Source: an optimization exercise on an open RTL-to-GDS flow (aim: small area, a short achievable clock period and few clock cycles per item). Production flows keep margins and buffers that such runs may drop. RTL that was checked went through simulation tests only; none was proved equivalent to the original. No activity file was given, so power comes from the tool's default toggle rates.

before:
==> flow/design.v <==
`timescale 1ns/10ps
module mpadd32_shift (CLK, RST_N, s_out, a_in, b_in, write, start, ready);
	input CLK, RST_N;
	input [255:0] a_in, b_in;
	input write, start;
	output [256:0] s_out;
	output ready;
	localparam K  = 8;
	localparam NB = 256 / K;
	localparam L  = 5;   
	localparam LW = 3;   
	reg [255:0]  q;
	reg [NB-1:0] g;      
	reg [NB-1:0] p;      
	reg          cout;
	reg          ready;
	assign s_out = {cout, q};
	genvar j, i;
	wire [255:0]  ws;
	wire [NB-1:0] bg;
	wire [NB-1:0] bp;
	generate
		for (j = 0; j < NB; j = j + 1) begin : add
			assign {bg[j], ws[j*K +: K]} = {1'b0, a_in[j*K +: K]} + {1'b0, b_in[j*K +: K]};
			assign bp[j] = &(a_in[j*K +: K] ^ b_in[j*K +: K]);
		end
	endgenerate
	wire [NB-1:0] pg [0:L];
	wire [NB-1:0] pp [0:L];
	generate
		for (j = 0; j < L; j = j + 1) begin : lvl
			wire [NB-1:0] gi, pi;
			if (j == 0) begin : in0
				assign gi = bg;
				assign pi = bp;
			end else if (j == LW) begin : inr
				assign gi = g;
				assign pi = p;
			end else begin : inl
				assign gi = pg[j];
				assign pi = pp[j];
			end
			for (i = 0; i < NB; i = i + 1) begin : node
				if (i >= (1 << j)) begin : comb
					assign pg[j+1][i] = gi[i] | (pi[i] & gi[i - (1 << j)]);
					assign pp[j+1][i] = pi[i] & pi[i - (1 << j)];
				end else begin : pass
					assign pg[j+1][i] = gi[i];
					assign pp[j+1][i] = pi[i];
				end
			end
		end
	endgenerate
	wire [NB:0] c = {pg[L], 1'b0};
	wire [255:0] t;
	generate
		for (j = 0; j < NB; j = j + 1) begin : inc
			for (i = 0; i < K; i = i + 1) begin : bit_
				if (j == 0) begin : first
					assign t[i] = 1'b0;
				end else if (i == 0) begin : lsb
					assign t[j*K] = c[j];
				end else begin : up
					assign t[j*K+i] = c[j] & (&q[j*K +: i]);
				end
			end
		end
	endgenerate
	always @(posedge CLK) begin
		q    <= write ? ws : q ^ t;
		g    <= write ? pg[LW] : {NB{1'b0}};
		p    <= pp[LW];
		cout <= write ? 1'b0 : cout | c[NB];
		if (~RST_N)
			ready <= 1'b0;
		else
			ready <= start;
	end
endmodule
==> flow/config.mk <==
export PLATFORM = sky130hd
export DESIGN_NAME = mpadd32_shift
export DESIGN_NICKNAME = mpadd32_shift
export VERILOG_FILES = /design/flow/design.v
export SDC_FILE = /design/flow/constraint.sdc
export NUM_CORES = 4
export LEC_CHECK = 0
export CAP_MARGIN = 20
export CORE_MARGIN = 2
export CORE_UTILIZATION = 40
export SETUP_SLACK_MARGIN = 2.8
export SLEW_MARGIN = 20
==> flow/constraint.sdc <==
create_clock -name core_clock -period 5.0 [get_ports {CLK}]
set_input_delay 1.0000 -clock core_clock [delete_from_list [all_inputs] [get_ports {CLK}]]
set_output_delay 1.0000 -clock core_clock [all_outputs]
set_load 0.01 [all_outputs]
standard.sh (not shown) runs the stock make flow with config.mk's settings and CLKGATE_MAP_FILE= SYNTH_SCRIPT=/design/flow/synth_recipe.tcl, a recipe that flattens the netlist after the stock synthesis.
==> flow/flow/run.sh <==
#!/bin/bash
# The standard layout, with the port buffers made from buf_1 cells
# instead of the default delay buffers.
set -euo pipefail
export BUFFER_PORTS_ARGS="-buffer_cell sky130_fd_sc_hd__buf_1"
bash standard.sh > standard.log 2>&1
Setup changes, before to after
--- a/flow/design.v
+++ b/flow/design.v
@@ -9,5 +9,5 @@
 	localparam NB = 256 / K;
 	localparam L  = 5;   
-	localparam LW = 3;   
+	localparam LW = 2;   
 	reg [255:0]  q;
 	reg [NB-1:0] g;      
Compared with before, in after overall die height lower, power drawn by the clock network went up. after vs before, combinational cell power went down by 6.8%. In the metrics for after and before, the one carrying the lower area fraction in and, or, nand and nor cells after synthesis is after. Looking only at sequential share of power, and setting everything else aside, the higher value of after and before goes to before. Summary of after over before: non-clock buffer count shrank by 46, number of instances in the placed design higher, minimum period implied by the final worst setup slack up 0.068 ns.
Testbench counts of after, summed over its fixed seeds: cycles 1,032, items 512.
No functional check of the RTL was part of before.

oak:
// mpadd32_shift: RTL as listed in full above, without the edits since
export LEC_CHECK = 0
export CAP_MARGIN = 20
export CORE_MARGIN = 2
export CORE_UTILIZATION = 40
export SETUP_SLACK_MARGIN = 2.5
export SLEW_MARGIN = 20
create_clock -name core_clock -period 5.0 [get_ports {CLK}]
Scripts as last shown in full above: flow/flow/run.sh
oak finished end to end and its layout was clean on timing, DRC and antenna.
## Diff of input files: pine against oak
diff --git a/flow/design.v b/flow/design.v
--- a/flow/design.v
+++ b/flow/design.v
@@ -5,13 +5,13 @@
 	input write, start;
 	output [256:0] s_out;
 	output ready;
 	localparam K  = 8;
 	localparam NB = 256 / K;
 	localparam L  = 5;   
-	localparam LW = 3;   
+	localparam LW = 2;   
 	reg [255:0]  q;
 	reg [NB-1:0] g;      
 	reg [NB-1:0] p;      
 	reg          cout;
 	reg          ready;
 	assign s_out = {cout, q};
Notes after the runs:
Compared with oak, in pine sequential share of layout area grew by 0.53 points; number of signal-net inverters in the final layout shrank by 16.
Diff oak -> pine: post-layout minimum cycle time has decreased, clock group share of total power went up by 0.5 points, transition time at the pin with the least slew margin went down, worst setup slack saw an increase.
oak and pine ended up with nearly the same clock slew seen by the registers of the worst setup and hold paths.
oak went all the way through synthesis, placement and routing and the layout is clean on timing, DRC and antenna.
pine: full flow OK, the timing, DRC and antenna checks passed
Testbench counts of pine, summed over its fixed seeds: cycles 1,032, items 512.
Function not checked in oak: the RTL went through the layout flow alone.

old:
mpadd32_shift, a different RTL version from the one above (not shown whole).
For scale: roughly 2700 cells after synthesis, about 320 flip-flops, ~770 I/O pins, roughly 24000 um^2 of cells after synthesis.
==> module mpadd32_shift, before the edit <==
module mpadd32_shift (CLK, RST_N, s_out, a_in, b_in, write, start, ready);
	input CLK, RST_N;
	input [255:0] a_in, b_in;
	input write, start;
	output [256:0] s_out;
	output ready;
	localparam K  = 8;
	localparam LK = 3;   
	localparam NB = 256 / K;
	localparam L  = 5;   
	localparam LW = 2;   
	reg [255:0]  q;
	reg [NB-1:0] g;      
	reg [NB-1:0] p;      
	reg          cout;
	reg          ready;
	assign s_out = {cout, q};
	genvar j, i, l;
	wire [255:0]  ws;
	wire [NB-1:0] bg;
	wire [NB-1:0] bp;
	generate
		for (j = 0; j < NB; j = j + 1) begin : add
			wire [K-1:0] x = a_in[j*K +: K] ^ b_in[j*K +: K];
			wire [K-1:0] y = a_in[j*K +: K] & b_in[j*K +: K];
			wire [K-1:0] G [0:LK];
			wire [K-1:0] P [0:LK];
			assign G[0] = y;
			assign P[0] = x;
			for (l = 0; l < LK; l = l + 1) begin : lvl
				for (i = 0; i < K; i = i + 1) begin : node
					if (i >= (1 << l)) begin : comb
						assign G[l+1][i] = G[l][i] | P[l][i] & G[l][i - (1 << l)];
						assign P[l+1][i] = P[l][i] & P[l][i - (1 << l)];
					end else begin : pass
						assign G[l+1][i] = G[l][i];
						assign P[l+1][i] = P[l][i];
					end
				end
			end
			assign ws[j*K +: K] = x ^ {G[LK][K-2:0], 1'b0};
			assign bg[j] = G[LK][K-1];
			assign bp[j] = P[LK][K-1];
		end
	endgenerate
	wire [NB-1:0] pg [0:L];
	wire [NB-1:0] pp [0:L];
	assign pg[0] = bg;
	assign pp[0] = bp;
	generate
		for (l = 0; l < L; l = l + 1) begin : lvl
			wire [NB-1:0] gi, pi;
			if (l == LW) begin : inr
				assign gi = g;
				assign pi = p;
			end else begin : inw
				assign gi = pg[l];
				assign pi = pp[l];
			end
			for (i = 0; i < NB; i = i + 1) begin : node
				if (i >= (1 << l)) begin : comb
					assign pg[l+1][i] = gi[i] | (pi[i] & gi[i - (1 << l)]);
					assign pp[l+1][i] = pi[i] & pi[i - (1 << l)];
				end else begin : pass
					assign pg[l+1][i] = gi[i];
					assign pp[l+1][i] = pi[i];
				end
			end
		end
	endgenerate
	wire [NB:0] c = {pg[L], 1'b0};
	wire [255:0] t;
	generate
		for (j = 0; j < NB; j = j + 1) begin : inc
			for (i = 0; i < K; i = i + 1) begin : bit_
				if (j == 0) begin : first
					assign t[i] = 1'b0;
				end else if (i == 0) begin : lsb
					assign t[j*K] = c[j];
				end else begin : up
					assign t[j*K+i] = c[j] & (&q[j*K +: i]);
				end
			end
		end
	endgenerate
	always @(posedge CLK) begin
		q    <= write ? ws : q ^ t;
		g    <= write ? pg[LW] : {NB{1'b0}};
		p    <= pp[LW];
		cout <= write ? 1'b0 : cout | c[NB];
		if (~RST_N)
			ready <= 1'b0;
		else
			ready <= start;
	end
endmodule
export LEC_CHECK = 0
export CAP_MARGIN = 20
export CORE_MARGIN = 2
export CORE_UTILIZATION = 40
export CTS_CLUSTER_DIAMETER = 100
export CTS_CLUSTER_SIZE = 20
export SETUP_SLACK_MARGIN = 2.6
export SLEW_MARGIN = 20
create_clock -name core_clock -period 5.0 [get_ports {CLK}]
Scripts as last shown in full above: flow/flow/run.sh
Testbench counts of old, summed over its fixed seeds: cycles 1,032, items 512.
Setup changes, old to new
--- a/flow/design.v
+++ b/flow/design.v
@@ -10,5 +10,5 @@
 	localparam NB = 256 / K;
 	localparam L  = 5;   
-	localparam LW = 2;   
+	localparam LW = 1;   
 	reg [255:0]  q;
 	reg [NB-1:0] g;      
@@ -31,7 +31,7 @@
 			for (l = 0; l < LK; l = l + 1) begin : lvl
 				for (i = 0; i < K; i = i + 1) begin : node
-					if (i >= (1 << l)) begin : comb
-						assign G[l+1][i] = G[l][i] | P[l][i] & G[l][i - (1 << l)];
-						assign P[l+1][i] = P[l][i] & P[l][i - (1 << l)];
+					if ((i >> l) & 1) begin : comb
+						assign G[l+1][i] = G[l][i] | P[l][i] & G[l][((i >> l) << l) - 1];
+						assign P[l+1][i] = P[l][i] & P[l][((i >> l) << l) - 1];
 					end else begin : pass
 						assign G[l+1][i] = G[l][i];
Notes after the runs:
- new went all the way through synthesis, placement and routing and the layout is clean on timing, DRC and antenna.
- old: PASS, flow complete, no timing, DRC or antenna violations
- Relative to old, critical path depth has gone up in new.
- Looking at old and new, the summed area of non-filler cells in the final layout is a wash.
- Setup slack: new less than old
- Delta (new minus old): internal power shrank by 3.6%, sequential cell count +2.
- Number of nets in the layout is higher on old
- Against old, clock period minus worst slack in new came out worse.
- The arrival time of data at the critical path endpoint in new sits 1.56 ns above the value recorded for old.
- Relative to old, fraction of power consumed by the clock network decreased by 1.3 points in new.
Function not checked in new: the RTL went through the layout flow alone.

## JK
Another version of the RTL of mpadd32_shift (not shown whole).
For scale: ~320 flip-flops, ~770 I/O pins.
// mpadd32_shift
module mpadd32_shift (CLK, RST_N, s_out, a_in, b_in, write, start, ready);
	input CLK, RST_N;
	input [255:0] a_in, b_in;
	input write, start;
	output [256:0] s_out;
	output ready;
	localparam K  = 8;
	localparam NB = 256 / K;
	localparam L  = 5;   
	localparam LW = 2;   
	reg [255:0]  q;
	reg [NB-1:0] g;      
	reg [NB-1:0] p;      
	reg          cout;
	reg          ready;
	assign s_out = {cout, q};
	genvar j, i;
	wire [255:0]  ws;
	wire [NB-1:0] bg;
	wire [NB-1:0] bp;
	generate
		for (j = 0; j < NB; j = j + 1) begin : add
			wire [K-1:0] x = a_in[j*K +: K] ^ b_in[j*K +: K];
			wire [K-1:0] y = a_in[j*K +: K] & b_in[j*K +: K];
			wire [K-1:0] G1, P1, G2, P2, G3, P3;
			for (i = 0; i < K; i = i + 1) begin : l1
				if (i % 2) begin : c1
					assign G1[i] = y[i] | x[i] & y[i-1];
					assign P1[i] = x[i] & x[i-1];
				end else begin : n1
					assign G1[i] = y[i];
					assign P1[i] = x[i];
				end
			end
			for (i = 0; i < K; i = i + 1) begin : l2
				if (i % 4 >= 2) begin : c2
					assign G2[i] = G1[i] | P1[i] & G1[(i/4)*4+1];
					assign P2[i] = P1[i] & P1[(i/4)*4+1];
				end else begin : n2
					assign G2[i] = G1[i];
					assign P2[i] = P1[i];
				end
			end
			for (i = 0; i < K; i = i + 1) begin : l3
				if (i >= 4) begin : c3
					assign G3[i] = G2[i] | P2[i] & G2[3];
					assign P3[i] = P2[i] & P2[3];
				end else begin : n3
					assign G3[i] = G2[i];
					assign P3[i] = P2[i];
				end
			end
			assign ws[j*K +: K] = x ^ {G3[K-2:0], 1'b0};
			assign bg[j] = G3[K-1];
			assign bp[j] = P3[K-1];
		end
	endgenerate
	wire [NB-1:0] pg [0:L];
	wire [NB-1:0] pp [0:L];
	generate
		for (j = 0; j < L; j = j + 1) begin : lvl
			wire [NB-1:0] gi, pi;
			if (j == 0) begin : in0
  ...
==> module mpadd32_shift, before the edit <==
module mpadd32_shift (CLK, RST_N, s_out, a_in, b_in, write, start, ready);
	input CLK, RST_N;
	input [255:0] a_in, b_in;
	input write, start;
	output [256:0] s_out;
	output ready;
	localparam K  = 8;
	localparam NB = 256 / K;
	localparam L  = 5;   
	localparam LW = 2;   
	reg [255:0]  q;
	reg [NB-1:0] g;      
	reg [NB-1:0] p;      
	reg          cout;
	reg          ready;
	assign s_out = {cout, q};
	genvar j, i;
	wire [255:0]  ws;
	wire [NB-1:0] bg;
	wire [NB-1:0] bp;
	generate
		for (j = 0; j < NB; j = j + 1) begin : add
			wire [K-1:0] x = a_in[j*K +: K] ^ b_in[j*K +: K];
			wire [K-1:0] y = a_in[j*K +: K] & b_in[j*K +: K];
			wire [K-1:0] G1, P1, G2, P2, G3, P3;
			for (i = 0; i < K; i = i + 1) begin : l1
				if (i % 2) begin : c1
					assign G1[i] = y[i] | x[i] & y[i-1];
					assign P1[i] = x[i] & x[i-1];
				end else begin : n1
					assign G1[i] = y[i];
					assign P1[i] = x[i];
				end
			end
			for (i = 0; i < K; i = i + 1) begin : l2
				if (i % 4 >= 2) begin : c2
					assign G2[i] = G1[i] | P1[i] & G1[(i/4)*4+1];
					assign P2[i] = P1[i] & P1[(i/4)*4+1];
				end else begin : n2
					assign G2[i] = G1[i];
					assign P2[i] = P1[i];
				end
			end
			for (i = 0; i < K; i = i + 1) begin : l3
				if (i >= 4) begin : c3
					assign G3[i] = G2[i] | P2[i] & G2[3];
					assign P3[i] = P2[i] & P2[3];
				end else begin : n3
					assign G3[i] = G2[i];
					assign P3[i] = P2[i];
				end
			end
			assign ws[j*K +: K] = x ^ {G3[K-2:0], 1'b0};
			assign bg[j] = G3[K-1];
			assign bp[j] = P3[K-1];
		end
	endgenerate
	wire [NB-1:0] pg [0:L];
	wire [NB-1:0] pp [0:L];
	generate
		for (j = 0; j < L; j = j + 1) begin : lvl
			wire [NB-1:0] gi, pi;
			if (j == 0) begin : in0
				assign gi = bg;
				assign pi = bp;
			end else if (j == LW) begin : inr
				assign gi = g;
				assign pi = p;
			end else begin : inl
				assign gi = pg[j];
				assign pi = pp[j];
			end
			for (i = 0; i < NB; i = i + 1) begin : node
				if (i >= (1 << j)) begin : comb
					assign pg[j+1][i] = gi[i] | (pi[i] & gi[i - (1 << j)]);
					assign pp[j+1][i] = pi[i] & pi[i - (1 << j)];
				end else begin : pass
					assign pg[j+1][i] = gi[i];
					assign pp[j+1][i] = pi[i];
				end
			end
		end
	endgenerate
	wire [NB:0] c = {pg[L], 1'b0};
	wire [255:0] t;
	generate
		for (j = 0; j < NB; j = j + 1) begin : inc
			for (i = 0; i < K; i = i + 1) begin : bit_
				if (j == 0) begin : first
					assign t[i] = 1'b0;
				end else if (i == 0) begin : lsb
					assign t[j*K] = c[j];
				end else begin : up
					assign t[j*K+i] = c[j] & (&q[j*K +: i]);
				end
			end
		end
	endgenerate
	always @(posedge CLK) begin
		q    <= write ? ws : q ^ t;
		g    <= write ? pg[LW] : {NB{1'b0}};
		p    <= pp[LW];
		cout <= write ? 1'b0 : cout | c[NB];
		if (~RST_N)
			ready <= 1'b0;
		else
			ready <= start;
	end
endmodule
Settings: LEC_CHECK=0, CAP_MARGIN=20, CORE_MARGIN=2, CORE_UTILIZATION=40, CTS_CLUSTER_DIAMETER=100, CTS_CLUSTER_SIZE=20, SETUP_SLACK_MARGIN=2.5, SLEW_MARGIN=20; clock period 5.0 ns.
Scripts as last shown in full above: flow/flow/run.sh
--- input diff JK..MS ---
==> flow/design.v, changed modules only <==
module mpadd32_shift (CLK, RST_N, s_out, a_in, b_in, write, start, ready);
	input CLK, RST_N;
	input [255:0] a_in, b_in;
	input write, start;
	output [256:0] s_out;
	output ready;
	localparam K  = 8;
	localparam NB = 256 / K;
	localparam L  = 5;   
	localparam LW = 2;   
	reg [255:0]  q;
	reg [NB-1:0] g;      
	reg [NB-1:0] p;      
	reg          cout;
	reg          ready;
	assign s_out = {cout, q};
	genvar j, i;
	wire [255:0]  ws;
	wire [NB-1:0] bg;
	wire [NB-1:0] bp;
	generate
		for (j = 0; j < NB; j = j + 1) begin : add
			assign {bg[j], ws[j*K +: K]} = {1'b0, a_in[j*K +: K]} + {1'b0, b_in[j*K +: K]};
			assign bp[j] = &(a_in[j*K +: K] ^ b_in[j*K +: K]);
		end
	endgenerate
	wire [NB-1:0] pg [0:L];
	wire [NB-1:0] pp [0:L];
	generate
		for (j = 0; j < L; j = j + 1) begin : lvl
			wire [NB-1:0] gi, pi;
			if (j == 0) begin : in0
				assign gi = bg;
				assign pi = bp;
			end else if (j == LW) begin : inr
				assign gi = g;
				assign pi = p;
			end else begin : inl
				assign gi = pg[j];
				assign pi = pp[j];
			end
			for (i = 0; i < NB; i = i + 1) begin : node
				if (i >= (1 << j)) begin : comb
					assign pg[j+1][i] = gi[i] | (pi[i] & gi[i - (1 << j)]);
					assign pp[j+1][i] = pi[i] & pi[i - (1 << j)];
				end else begin : pass
					assign pg[j+1][i] = gi[i];
					assign pp[j+1][i] = pi[i];
				end
			end
		end
	endgenerate
	wire [NB:0] c = {pg[L], 1'b0};
	wire [255:0] t;
	generate
		for (j = 0; j < NB; j = j + 1) begin : inc
			for (i = 0; i < K; i = i + 1) begin : bit_
				if (j == 0) begin : first
					assign t[i] = 1'b0;
				end else if (i == 0) begin : lsb
					assign t[j*K] = c[j];
				end else begin : up
					assign t[j*K+i] = c[j] & (&q[j*K +: i]);
				end
			end
		end
	endgenerate
	always @(posedge CLK) begin
		q    <= write ? ws : q ^ t;
		g    <= write ? pg[LW] : {NB{1'b0}};
		p    <= pp[LW];
		cout <= write ? 1'b0 : cout | c[NB];
		if (~RST_N)
			ready <= 1'b0;
		else
			ready <= start;
	end
endmodule
## What came out
MS: area share of fa/ha/maj cells after synthesis is 5.8 points lower than what JK reported. Compared to JK, MS has chip width 1.1% higher. Row synthesized area: MS higher / JK lower. MS gives more area of the core than JK did. Compared with JK, count of plain and timing-repair buffers in the layout in MS increased slightly. Wire length on MS is up relative to JK. Mean instance size in the synthesized netlist: MS < JK. STATUS normalized max-slew margin: MS loses against JK. The run showing the smaller static leakage is JK. Compared with JK, MS supports a lower clock frequency. MS against JK; total of fill cells in the finished design is up by a few percent. Between MS and JK, it is MS whose global-route met3 utilization is higher, by 0.70 points. Against JK, MS comes in about 0.6% higher on internal power contribution.
Testbench counts of MS, summed over its fixed seeds: cycles 1,032, items 512.
Only the layout flow was run in JK; the RTL was not checked for function there.

afterwards: timing with drivers on the ports:
No port has a modelled driver above. Below, the same layouts with a new extraction and two added sets of constraints. Step 1: set_driving_cell puts a clkbuf_16 on CLK and a buf_2 on each other input, an assumption about the parent block. Step 2, shift: input delay + t, output delay - t, t = (earliest + latest rising clock arrival at the registers) / 2. This alone moves slack from input paths to output paths. Slacks: ideal ports / drivers / drivers and shift; pairs: ideal ports / drivers.
run | t, ns | slack for setup (ns) | latest minus earliest clock arrival (ns)
before | 0.628 | 2.696 / 2.715 / 2.087 | 0.019 / 0.020
after | 0.616 | 2.627 / 2.654 / 2.038 | 0.024 / 0.024
oak | 0.615 | 2.549 / 2.579 / 1.964 | 0.013 / 0.013
pine | 0.617 | 2.562 / 2.564 / 1.984 | 0.015 / 0.016
old | 0.613 | 2.648 / 2.587 / 2.066 | 0.028 / 0.027
new | 0.594 | 2.536 / 2.557 / 1.963 | 0.020 / 0.020
JK | 0.611 | 2.566 / 2.602 / 1.991 | 0.022 / 0.023
MS | 0.611 | 2.553 / 2.580 / 1.982 | 0.026 / 0.026
After both steps setup and hold are still met in every run listed. The setup slack of before, which loses most, moves by +0.019 ns with the drivers and by -0.609 ns with both steps.
